From an optimization exercise on the open Yosys and OpenROAD flow, aimed at small area; shortcuts taken in it are not production practice. No functional check of the RTL was part of any run shown here. Power figures rest on the tool's default switching activity, not on a simulated workload.

[design/flow/design.v]
module ALUControl(operation, ALUOp, ff);
	input [1:0] ALUOp;
	input [5:0] ff;
	output [2:0] operation;
	assign operation[0] = ALUOp[1] & (ff[0] | ff[3]);
	assign operation[1] = ~ALUOp[1] | ~ff[2];
	assign operation[2] = (ALUOp[1] & ff[1]) | ALUOp[0];
endmodule
module ALU32Bit(zero, carryOut, result, a, b, op);
	input [31:0] a, b;
	input [2:0] op;
	output [31:0] result;
	output zero, carryOut;
	wire sub = op[2];
	wire [31:0] bx = b ^ {32{sub}};
	wire [31:0] g = a & bx;
	wire [31:0] p = a ^ bx;
	wire G0_0 = g[0] | (p[0] & sub);
	wire G1_1 = g[1] | (p[1] & G0_0);
	wire G1_2 = g[2] | (p[2] & G1_1);
	wire G1_3 = g[3] | (p[3] & G1_2);
	wire G1_4 = g[4] | (p[4] & G1_3);
	wire G1_5 = g[5] | (p[5] & G1_4);
	wire G1_6 = g[6] | (p[6] & G1_5);
	wire G1_7 = g[7] | (p[7] & G1_6);
	wire G1_8 = g[8] | (p[8] & G1_7);
	wire G1_9 = g[9] | (p[9] & G1_8);
	wire G1_10 = g[10] | (p[10] & G1_9);
	wire G1_11 = g[11] | (p[11] & G1_10);
	wire G1_12 = g[12] | (p[12] & G1_11);
	wire G1_13 = g[13] | (p[13] & G1_12);
	wire G1_14 = g[14] | (p[14] & G1_13);
	wire G1_15 = g[15] | (p[15] & G1_14);
	wire G1_16 = g[16] | (p[16] & G1_15);
	wire G1_17 = g[17] | (p[17] & G1_16);
	wire G1_18 = g[18] | (p[18] & G1_17);
	wire G1_19 = g[19] | (p[19] & G1_18);
	wire G1_20 = g[20] | (p[20] & G1_19);
	wire G1_21 = g[21] | (p[21] & G1_20);
	wire G1_22 = g[22] | (p[22] & G1_21);
	wire G1_23 = g[23] | (p[23] & G1_22);
	wire G1_24 = g[24] | (p[24] & G1_23);
	wire G1_25 = g[25] | (p[25] & G1_24);
	wire G1_26 = g[26] | (p[26] & G1_25);
	wire G1_27 = g[27] | (p[27] & G1_26);
	wire G1_28 = g[28] | (p[28] & G1_27);
	wire G1_29 = g[29] | (p[29] & G1_28);
	wire G1_30 = g[30] | (p[30] & G1_29);
	wire G1_31 = g[31] | (p[31] & G1_30);
	wire [32:0] c;
	assign c[0] = sub;
	assign c[1] = G0_0;
	assign c[2] = G1_1;
	assign c[3] = G1_2;
	assign c[4] = G1_3;
	assign c[5] = G1_4;
	assign c[6] = G1_5;
	assign c[7] = G1_6;
	assign c[8] = G1_7;
	assign c[9] = G1_8;
	assign c[10] = G1_9;
	assign c[11] = G1_10;
	assign c[12] = G1_11;
	assign c[13] = G1_12;
	assign c[14] = G1_13;
	assign c[15] = G1_14;
	assign c[16] = G1_15;
	assign c[17] = G1_16;
	assign c[18] = G1_17;
	assign c[19] = G1_18;
	assign c[20] = G1_19;
	assign c[21] = G1_20;
	assign c[22] = G1_21;
	assign c[23] = G1_22;
	assign c[24] = G1_23;
	assign c[25] = G1_24;
	assign c[26] = G1_25;
	assign c[27] = G1_26;
	assign c[28] = G1_27;
	assign c[29] = G1_28;
	assign c[30] = G1_29;
	assign c[31] = G1_30;
	assign c[32] = G1_31;
	wire [31:0] s = p ^ c[31:0];
	wire cout = c[32];
	wire logic_op = ~op[1] & ~op[2];
	wire arith = op[1] & ~op[0];
	wire slt = op[2] & op[1] & op[0];
	assign result = ({32{logic_op}} & (g | ({32{op[0]}} & p)))
		| ({32{arith}} & s)
		| {31'b0, slt & ~cout};
	assign carryOut = arith & (cout ^ sub);
	assign zero = ~|result;
endmodule
module ALUUnit(clock, ALUOp, funct, a, b, result, zero, carryOut);
	input clock;
	input [1:0] ALUOp;
	input [5:0] funct;
	input [31:0] a, b;
	output reg [31:0] result;
	output zero;
	output reg carryOut;
	wire [2:0] operation;
	wire [31:0] aluResult;
	wire aluZero, aluCarry;
	reg [31:0] resultQ;
	reg carryQ;
	ALUControl ctl(operation, ALUOp, funct);
	ALU32Bit alu(aluZero, aluCarry, aluResult, a, b, operation);
	always @(posedge clock)
	begin
		resultQ <= aluResult;
		if (operation == 3'd2 || operation == 3'd6)
			carryQ <= aluCarry;
		result <= resultQ;
		carryOut <= carryQ;
	end
	assign zero = ~|result;
endmodule
[design/flow/flow/run.sh]
#!/bin/bash
# Standard ORFS layout with three changes: the combinational logic of the
# standard synthesis is re-mapped by ABC for area (registers untouched),
# the port buffers use the smallest buffer, and CTS builds its tree from
# clkbuf_4 without dummy loads.
set -euo pipefail
export BUFFER_PORTS_ARGS="-buffer_cell sky130_fd_sc_hd__buf_1"
export CTS_ARGS="-sink_clustering_enable -repair_clock_nets -dont_use_dummy_load -buf_list sky130_fd_sc_hd__clkbuf_4"
R=orfs/results/${FLOW_PLATFORM}/ALUUnit/base
bash standard.sh synth > standard_synth.log 2>&1
cp $R/1_2_yosys.v $R/1_2_yosys_std.v
LIB=$FLOW_HOME/platforms/sky130hd/lib/sky130_fd_sc_hd__tt_025C_1v80.lib
DU=""
for c in $(grep -oE "cell *\( *\"?sky130_fd_sc_hd__(lpflow|probe)[a-z0-9_]*" $LIB | grep -oE "sky130_fd_sc_hd__\w+"); do DU="$DU -dont_use $c"; done
YOSYS=${YOSYS_EXE:-yosys}
$YOSYS -p "read_liberty -ignore_miss_func $LIB; \
  setattr -mod -set blackbox 1 sky130_fd_sc_hd__dfxtp_1 sky130_fd_sc_hd__edfxtp_1 sky130_fd_sc_hd__ha_1 sky130_fd_sc_hd__fa_1 sky130_fd_sc_hd__conb_1; \
  read_verilog $R/1_2_yosys_std.v; hierarchy -top $FLOW_TOP; flatten; opt -purge; \
  abc -liberty $LIB -script $PWD/flow/remap.abc $DU; \
  opt_clean -purge; rename -hide w:*.*; stat -liberty $LIB; \
  write_verilog -noattr -nohex -nodec $R/1_2_yosys.v" > remap.log 2>&1
rm -f $R/1_synth.odb $R/1_synth.sdc
bash standard.sh finish > standard_finish.log 2>&1
[design/flow/flow/remap.abc]
&get -n
&st
&syn2
&dch -f
&nf -R 30 -p
&put
[design/flow/standard.sh]
#!/bin/bash
# synth_recipe.tcl (not shown) runs the flow's synth.tcl, then flattens the netlist and writes it again
# the make line also repeats each setting of config.mk as NAME=value (left out here)
make -C /OpenROAD-flow-scripts/flow DESIGN_CONFIG=/design/flow/config.mk WORK_HOME=/design/flow/orfs CLKGATE_MAP_FILE= SYNTH_SCRIPT=/design/flow/synth_recipe.tcl "${@:-finish}"
[design/flow/config.mk]
export PLATFORM = sky130hd
export DESIGN_NAME = ALUUnit
export DESIGN_NICKNAME = ALUUnit
export VERILOG_FILES = /design/flow/design.v
export SDC_FILE = /design/flow/constraint.sdc
export NUM_CORES = 4
export LEC_CHECK = 0
export CAP_MARGIN = 20
export CORE_MARGIN = 2
export CORE_UTILIZATION = 40
export SLEW_MARGIN = 20
[design/flow/constraint.sdc]
create_clock -name core_clock -period 5.0 [get_ports {clock}]
set_input_delay 1.0000 -clock core_clock [delete_from_list [all_inputs] [get_ports {clock}]]
set_output_delay 1.0000 -clock core_clock [all_outputs]
set_load 0.01 [all_outputs]
==> flow_metrics.env, run 1 <==
export IMPL_ff2ff_path_depth=0
export IMPL_fmax_ghz=0.0753
export IMPL_final_setup_viol_count=24
export IMPL_numPortBuffers=104
export IMPL_root_buffer="sky130_fd_sc_hd__clkbuf_4"
export IMPL_place_ws_ns=-8.82
export IMPL_clock_skew_ns=0.0219
export IMPL_rows=32
export IMPL_timing_final_max_slew_violations=0
export IMPL_cts_max_path_buffers=2
export IMPL_placed_cells=530
export IMPL_final_nets=577
export IMPL_worst_path_largest_cell_delay_ns=0.41
export IMPL_r2r_start="carryQ"
export IMPL_setup_ws_ns=-8.28
export IMPL_dp_final_hpwl_mm=5.74
export IMPL_route_detailed_wl_per_inst_um=13.8
export IMPL_overflow=0
export IMPL_vias_per_instance=4.75
export IMPL_antenna_diode_count=0
export IMPL_dr_total_vias=2569
export IMPL_critical_path_origin="ALUOp[1]"
export IMPL_totalWireLength_mm=7.47
export IMPL_r2r_slack_ns=4.47
export IMPL_dieHeight_um=93.8
export IMPL_cts_sinks=66
export IMPL_max_cap_violation_count=0
export IMPL_drt_first_iter_violations=42
export IMPL_endpoint_kind="register"
export IMPL_min_path_type="reg -> reg"
export IMPL_detailedRoute_firstPassIterationCount=4
export IMPL_drc_errors=0
export IMPL_final_min_period_over_clock_period_pct=266
export IMPL_ir_drop_uv=127
export IMPL_failed_layout_checks="negative setup slack"
export IMPL_cell_with_the_largest_stage_delay_on_the_worst_path="sky130_fd_sc_hd__fa_2"
export IMPL_htree_levels=3
export IMPL_final_min_clock_period_ns=13.28
export IMPL_crit_path_frequent_cell="sky130_fd_sc_hd__fa_2"
export IMPL_p_leak_uw=0.00168
export IMPL_core_area_um2=7770
export IMPL_rsz0062_at_grt="yes"
export IMPL_die_width_um=93.8
export IMPL_crit_type="in -> reg"
export IMPL_netlist_instances=279
export IMPL_drive_above_1_share_pct=21.9
export IMPL_ios=107
export IMPL_final_hold_violation_count=0
export IMPL_worstMarginPinSlew_ns=0.527
export IMPL_worst_ep_required_time_ns=5.15
export IMPL_grt_max_degree=35
export IMPL_p_total_uw=1400
export IMPL_timing_critical_path_arrival_ns=13.43
export IMPL_holdPathStages=0
export IMPL_clkLatencyLatePin_ns=0.40
export IMPL_grt_pass1_wl_mm=12.2
export IMPL_hold_path_startpoint="resultQ[8]"
export IMPL_r2r_end="carryOut"
export IMPL_startpoint_types="primary input"
export IMPL_stdcell_count=541
export IMPL_numCtsBuffers=9
export IMPL_cts_hold_buffers_added=0
export IMPL_die_area_um2=8810
export IMPL_ys_warn_count=1
export IMPL_gp_routability_congestion=0.784
export IMPL_holdPathEnd="result[8]"
export IMPL_start_util_pct=41.6
export IMPL_status="complete, but fails checks"
export IMPL_cts_tree="built"
export IMPL_drtAntennaViolNets=0
export IMPL_setup_total_negative_slack_ns=-107.49
export IMPL_clkSlewWorstSetupHoldPaths_ns=0.10
export IMPL_netlist_area_um2=3230
export IMPL_first_global_vias=2622
export IMPL_groute_usage_overall_pct=18.3
export IMPL_power_density_nw_per_um2=324
export IMPL_maxSlewHeadroom_pct=64.6
export IMPL_grt_antenna_before_repair=0
export IMPL_synthesis_area_per_instance_um2=11.6
export IMPL_cp_max_fo=4
export IMPL_synthToLayoutAreaGrowth_pct=33.4
export IMPL_whs_ns=0.306
export IMPL_mappedNetlistNets=415
-- flip-flops by register name, indices dropped and copies added, names as in the netlist --
register	cells
carryOut	1
result	32
resultQ	32
carryQ	1
-- worst max-delay path by stage --
stage,slack [ns],depth (start not counted),endpoint
floorplan,-9.14,35,carryQ
global placement,-8.70,36,carryQ
detailed placement,-8.82,36,carryQ
CTS,-8.36,36,carryQ
global route,-8.70,36,carryQ
finish,-8.28,36,carryQ
-- timing repair --
item                                    4_1_cts  5_1_grt
buffers inserted                              1        1
endpoints found under the setup margin       24       24
gates resized for setup                      30        4
pin swaps                                     3        1
-- critical path: cells and delay by family --
| kind | cells | cell delay [ns] |
|---|---|---|
| adders and majority gates | 31 | 11.69 |
| xor gates and xnor gates | 1 | 0.13 |
| and+or+nand+nor | 1 | 0.17 |
| AOI/OAI and AO/OA | 1 | 0.21 |
| muxes | 1 | 0.12 |
| buffers and inverters | 1 | 0.10 |
-- cells in the final DEF (no fill, tap or decap), drive strengths merged --
cell type,n
o21ai,31
o31ai,1
xnor2,33
xor2,1
a21oi,32
nand4bb,1
nor4,8
edfxtp,1
fa,31
a211o,1
clkinv,2
nor2,1
and2,2
dfxtp,65
mux2i,1
clkbuf,9
nand4,2
buf,151
o21a,1
o32ai,1
nor2b,1
nand2,31
ha,32
-- through the flow --
step	util, %	area, um^2
after floorplan	-	3320
after global placement	53.9	4190
after detailed placement	53.9	4190
after CTS	55.2	4290
after global routing	55.5	4310
final	55.5	4310
-- layer usage --
metal / track usage, % / wire length [um]
met5: 0 / 0
met4: 9.06 / 168
met3: 3.69 / 367
met2: 29.2 / 3640
met1: 23.5 / 3300
-- where the power goes --
part	switching, uW	internal, uW
logic	240	215
registers	49.7	650
clock network	158	83.6
total	448	948
-- layout make-up --
type                    instances  area [um^2]
flip-flops and latches         66         1330
well taps                     102          128
clock buffers                   9         67.6
repair buffers                151          762
fillers                       747         3460
inverters                       2         7.51
multi-input cells             211         2010
==> inputs of run 2 (changes only) <==
==> design/flow/design.v (replaced) <==
module ALUControl(operation, ALUOp, ff);
	input [1:0] ALUOp;
	input [5:0] ff;
	output [2:0] operation;
	assign operation[0] = ALUOp[1] & (ff[0] | ff[3]);
	assign operation[1] = ~ALUOp[1] | ~ff[2];
	assign operation[2] = (ALUOp[1] & ff[1]) | ALUOp[0];
endmodule
module ALU32Bit(zero, carryOut, result, a, b, op);
	input [31:0] a, b;
	input [2:0] op;
	output [31:0] result;
	output zero, carryOut;
	wire sub = op[2];
	wire [31:0] bx = b ^ {32{sub}};
	wire [31:0] g = a & bx;
	wire [31:0] p = a ^ bx;
	wire G0_0 = g[0] | (p[0] & sub);
	wire G1_1 = g[1] | (p[1] & G0_0);
	wire G1_3 = g[3] | (p[3] & g[2]);
	wire P1_3 = p[3] & p[2];
	wire G1_5 = g[5] | (p[5] & g[4]);
	wire P1_5 = p[5] & p[4];
	wire G1_7 = g[7] | (p[7] & g[6]);
	wire P1_7 = p[7] & p[6];
	wire G1_9 = g[9] | (p[9] & g[8]);
	wire P1_9 = p[9] & p[8];
	wire G1_11 = g[11] | (p[11] & g[10]);
	wire P1_11 = p[11] & p[10];
	wire G1_13 = g[13] | (p[13] & g[12]);
	wire P1_13 = p[13] & p[12];
	wire G1_15 = g[15] | (p[15] & g[14]);
	wire P1_15 = p[15] & p[14];
	wire G1_17 = g[17] | (p[17] & g[16]);
	wire P1_17 = p[17] & p[16];
	wire G1_19 = g[19] | (p[19] & g[18]);
	wire P1_19 = p[19] & p[18];
	wire G1_21 = g[21] | (p[21] & g[20]);
	wire P1_21 = p[21] & p[20];
	wire G1_23 = g[23] | (p[23] & g[22]);
	wire P1_23 = p[23] & p[22];
	wire G1_25 = g[25] | (p[25] & g[24]);
	wire P1_25 = p[25] & p[24];
	wire G1_27 = g[27] | (p[27] & g[26]);
	wire P1_27 = p[27] & p[26];
	wire G1_29 = g[29] | (p[29] & g[28]);
	wire P1_29 = p[29] & p[28];
	wire G1_31 = g[31] | (p[31] & g[30]);
	wire P1_31 = p[31] & p[30];
	wire G2_3 = G1_3 | (P1_3 & G1_1);
	wire G2_5 = G1_5 | (P1_5 & G2_3);
	wire G2_7 = G1_7 | (P1_7 & G2_5);
	wire G2_9 = G1_9 | (P1_9 & G2_7);
	wire G2_11 = G1_11 | (P1_11 & G2_9);
	wire G2_13 = G1_13 | (P1_13 & G2_11);
	wire G2_15 = G1_15 | (P1_15 & G2_13);
	wire G2_17 = G1_17 | (P1_17 & G2_15);
	wire G2_19 = G1_19 | (P1_19 & G2_17);
	wire G2_21 = G1_21 | (P1_21 & G2_19);
	wire G2_23 = G1_23 | (P1_23 & G2_21);
	wire G2_25 = G1_25 | (P1_25 & G2_23);
	wire G2_27 = G1_27 | (P1_27 & G2_25);
	wire G2_29 = G1_29 | (P1_29 & G2_27);
	wire G2_31 = G1_31 | (P1_31 & G2_29);
	wire G6_2 = g[2] | (p[2] & G1_1);
	wire G6_4 = g[4] | (p[4] & G2_3);
	wire G6_6 = g[6] | (p[6] & G2_5);
	wire G6_8 = g[8] | (p[8] & G2_7);
	wire G6_10 = g[10] | (p[10] & G2_9);
	wire G6_12 = g[12] | (p[12] & G2_11);
	wire G6_14 = g[14] | (p[14] & G2_13);
	wire G6_16 = g[16] | (p[16] & G2_15);
	wire G6_18 = g[18] | (p[18] & G2_17);
	wire G6_20 = g[20] | (p[20] & G2_19);
	wire G6_22 = g[22] | (p[22] & G2_21);
	wire G6_24 = g[24] | (p[24] & G2_23);
	wire G6_26 = g[26] | (p[26] & G2_25);
	wire G6_28 = g[28] | (p[28] & G2_27);
	wire G6_30 = g[30] | (p[30] & G2_29);
	wire [32:0] c;
	assign c[0] = sub;
	assign c[1] = G0_0;
	assign c[2] = G1_1;
	assign c[3] = G6_2;
	assign c[4] = G2_3;
	assign c[5] = G6_4;
	assign c[6] = G2_5;
	assign c[7] = G6_6;
	assign c[8] = G2_7;
	assign c[9] = G6_8;
	assign c[10] = G2_9;
	assign c[11] = G6_10;
	assign c[12] = G2_11;
	assign c[13] = G6_12;
	assign c[14] = G2_13;
	assign c[15] = G6_14;
	assign c[16] = G2_15;
	assign c[17] = G6_16;
	assign c[18] = G2_17;
	assign c[19] = G6_18;
	assign c[20] = G2_19;
	assign c[21] = G6_20;
	assign c[22] = G2_21;
	assign c[23] = G6_22;
	assign c[24] = G2_23;
	assign c[25] = G6_24;
	assign c[26] = G2_25;
	assign c[27] = G6_26;
	assign c[28] = G2_27;
	assign c[29] = G6_28;
	assign c[30] = G2_29;
	assign c[31] = G6_30;
	assign c[32] = G2_31;
	wire [31:0] s = p ^ c[31:0];
	wire cout = c[32];
	wire logic_op = ~op[1] & ~op[2];
	wire arith = op[1] & ~op[0];
	wire slt = op[2] & op[1] & op[0];
	assign result = ({32{logic_op}} & (g | ({32{op[0]}} & p)))
		| ({32{arith}} & s)
		| {31'b0, slt & ~cout};
	assign carryOut = arith & (cout ^ sub);
	assign zero = ~|result;
endmodule
module ALUUnit(clock, ALUOp, funct, a, b, result, zero, carryOut);
	input clock;
	input [1:0] ALUOp;
	input [5:0] funct;
	input [31:0] a, b;
	output reg [31:0] result;
	output zero;
	output reg carryOut;
	wire [2:0] operation;
	wire [31:0] aluResult;
	wire aluZero, aluCarry;
	reg [31:0] resultQ;
	reg carryQ;
	ALUControl ctl(operation, ALUOp, funct);
	ALU32Bit alu(aluZero, aluCarry, aluResult, a, b, operation);
	always @(posedge clock)
	begin
		resultQ <= aluResult;
		if (operation == 3'd2 || operation == 3'd6)
			carryQ <= aluCarry;
		result <= resultQ;
		carryOut <= carryQ;
	end
	assign zero = ~|result;
endmodule
==> run 2 against run 1 <==
Against the previous run:
- now clean on timing, DRC and antenna
- clock-buffer cell count stayed put
- total power increased by 2.0%
- register-to-register slack improved by 0.06 ns
- maximum frequency increased to 2.9 times the previous value
- first-iteration DRC count rose to 3.0 times the previous value
- die area grew 7.4%
- cell count increased by 9.6%
- utilization shrank 6.6 points
- critical path depth fell by 18
- critical path type unchanged
==> flow_metrics.env, run 2 <==
export IMPL_status="no timing/DRC/antenna violations"
export IMPL_groute_usage_overall_pct=19.8
export IMPL_worstMarginPinSlew_ns=0.803
export IMPL_ctsResizeCount=0
export IMPL_clkLatencyLatePin_ns=0.38
export IMPL_start_util_pct=40.5
export IMPL_first_global_vias=3163
export IMPL_die_area_um2=9460
export IMPL_r2r_start="carryQ"
export IMPL_drt_first_iter_violations=128
export IMPL_totalWireLength_mm=8.90
export IMPL_ir_drop_uv=108
export IMPL_final_min_period_over_clock_period_pct=91.0
export IMPL_antenna_diode_count=0
export IMPL_drt_met1_wl_mm=3.97
export IMPL_route_met3_wl_um=411
export IMPL_fmax_ghz=0.220
export IMPL_numCtsBuffers=9
export IMPL_p_leak_uw=0.00162
export IMPL_final_setup_viol_count=0
export IMPL_met2_wirelength_mm=4.36
export IMPL_netlist_area_um2=3480
export IMPL_grt_max_degree=32
export IMPL_hold_path_startpoint="resultQ[16]"
export IMPL_gp_routability_congestion=0.793
export IMPL_max_cap_violation_count=0
export IMPL_synthesis_area_per_instance_um2=9.72
export IMPL_clock_skew_ns=0.0112
export IMPL_setup_total_negative_slack_ns=0
export IMPL_core_area_um2=8590
export IMPL_rsz0062_at_grt="no"
export IMPL_reg_largest_list="resultQ (32), result (32)"
export IMPL_grt_antenna_before_repair=0
export IMPL_route_detailed_wl_per_inst_um=15.0
export IMPL_timing_final_max_slew_violations=0
export IMPL_endpoint_kind="register"
export IMPL_maxSlewHeadroom_pct=46.3
export IMPL_cts_tree="built"
export IMPL_dr_total_vias=3080
export IMPL_vias_per_instance=5.19
export IMPL_layout_cells_most_common="sky130_fd_sc_hd__buf_1"
export IMPL_synthToLayoutAreaGrowth_pct=20.8
export IMPL_ys_warn_count=1
export IMPL_topRoutingLayerUsed="met4"
export IMPL_final_nets=608
export IMPL_dp_final_hpwl_mm=6.94
export IMPL_root_buffer="sky130_fd_sc_hd__clkbuf_4"
export IMPL_place_ws_ns=0.0283
export IMPL_most_common_layout_cells="104 x sky130_fd_sc_hd__buf_1, 65 x sky130_fd_sc_hd__dfxtp_1, 43 x sky130_fd_sc_hd__a21oi_1"
export IMPL_drtAntennaViolNets=0
export IMPL_critical_path_origin="funct[1]"
export IMPL_timing_critical_path_arrival_ns=4.81
export IMPL_worst_ep_required_time_ns=5.26
export IMPL_startpoint_types="primary input"
export IMPL_final_min_clock_period_ns=4.55
export IMPL_r2r_slack_ns=4.53
export IMPL_detailedRoute_firstPassIterationCount=4
export IMPL_htree_levels=3
export IMPL_cp_max_fo=4
export IMPL_cts_hold_buffers_added=0
export IMPL_mappedNetlistNets=479
export IMPL_die_width_um=97.3
export IMPL_placed_cells=584
export IMPL_dieHeight_um=97.3
export IMPL_setup_ws_ns=0.448
export IMPL_cts_sinks=66
export IMPL_rows=34
export IMPL_crit_type="in -> reg"
export IMPL_overflow=0
export IMPL_final_hold_violation_count=0
export IMPL_min_path_type="reg -> reg"
export IMPL_ios=107
export IMPL_stdcell_count=593
export IMPL_postCtsSetupBuffers=0
export IMPL_power_density_nw_per_um2=339
export IMPL_clkSlewWorstSetupHoldPaths_ns=0.10
export IMPL_netlist_instances=358
export IMPL_cts_max_path_buffers=2
export IMPL_grt_pass1_wl_mm=14.8
export IMPL_drc_errors=0
export IMPL_drive_above_1_share_pct=4.95
export IMPL_numPortBuffers=104
==> run 2: changes by cell type in the layout (fill, tap and decap cells not counted), sizes merged, moves of 10 or more <==
cell    change
buf        -33
a21o       +10
clkinv     +32
nor3       +10
a21oi      +12
o22ai      +13
o21ai      -15
fa         -15
==> run 2: report_power, final <==
group / internal [uW] / total, uW / switching, uW
Combinational: 214 / 492 / 277
Sequential: 643 / 693 / 50.5
Clock: 83.8 / 239 / 155
Total: 941 / 1420 / 483
==> run 2: worst max-delay path, cell delays in order <==
cell and delay, ns:
sky130_fd_sc_hd__buf_1 0.11, sky130_fd_sc_hd__a21o_1 0.22, sky130_fd_sc_hd__buf_4 0.18, sky130_fd_sc_hd__xnor2_1 0.20, sky130_fd_sc_hd__clkinv_1 0.10, sky130_fd_sc_hd__ha_1 0.29
sky130_fd_sc_hd__nand2_1 0.06, sky130_fd_sc_hd__nand2_1 0.09, sky130_fd_sc_hd__and3_1 0.16, sky130_fd_sc_hd__a221oi_1 0.10, sky130_fd_sc_hd__a31o_1 0.28, sky130_fd_sc_hd__o41ai_1 0.75
sky130_fd_sc_hd__o21bai_1 0.21, sky130_fd_sc_hd__o21a_1 0.22, sky130_fd_sc_hd__fa_1 0.41, sky130_fd_sc_hd__a21o_1 0.17, sky130_fd_sc_hd__a22oi_1 0.14, sky130_fd_sc_hd__o31ai_1 0.10
==> run 2: metal layers <==
layer | up-vias | global-route usage [%]
li1 | 1547 | -
met1 | 1426 | 24.1
met2 | 95 | 34.9
met3 | 12 | 3.67
met4 | 0 | 7.26
met5 | - | 0
==> run 2: path summary, 6_finish.rpt <==
path | end | cells after the start
worst max-delay path | resultQ[29] | 18
worst min-delay path | result[16] | 0
worst max register to register | carryOut | 0
worst min register to register | result[16] | 0
==> run 2: area by class of cell <==
type,instances,area (um^2)
inverters,34,128
well taps,108,135
clock buffers,9,67.6
repair buffers,118,508
fillers,856,4390
flip-flops and latches,66,1330
multi-input cells,258,2030
==> run 2: metrics by stage <==
stage | total power [uW] | hold slack, ns | instance area, um^2 | util (%)
finish | 1420 | 0.318 | 4200 | 48.9
global route | 1540 | 0.317 | 4200 | 48.9
floorplan | 1020 | 0.310 | 3490 | -
detailed placement | 1200 | 0.312 | 4130 | 48.1
CTS | 1440 | 0.315 | 4200 | 48.9
global placement | 1180 | 0.311 | 4130 | 48.1

port drivers added, routing unchanged:
The flow's constraints put no driver on any port. The routed layouts listed below were extracted and timed again, unchanged, in two steps. Step 1: set_driving_cell puts a clkbuf_16 on clock and a buf_2 on each other input, an assumption about the parent block. Step 2 adds t to the input delays and takes it off the output delays; t is the mean of the earliest and latest rising clock arrival at the registers after step 1. Input paths then give back, and output paths get back, about the clock's delay inside the block. a / b / c = no drivers / after step 1 / after step 2; a / b = the first two.
run	t (ns)	setup slack, ns	worst hold slack (ns)	worst register clock-pin slew, ns	worst data-port slew with drivers (ns)
run 1	0.413	-8.276 / -8.294 / -8.707	0.306 / 0.306 / 0.306	0.11 / 0.11	0.06
run 2	0.400	0.448 / 0.454 / 0.054	0.318 / 0.318 / 0.318	0.10 / 0.10	0.03
For run 1, which loses most, drivers alone change the setup slack by -0.018 ns; drivers and shift together by -0.431 ns.
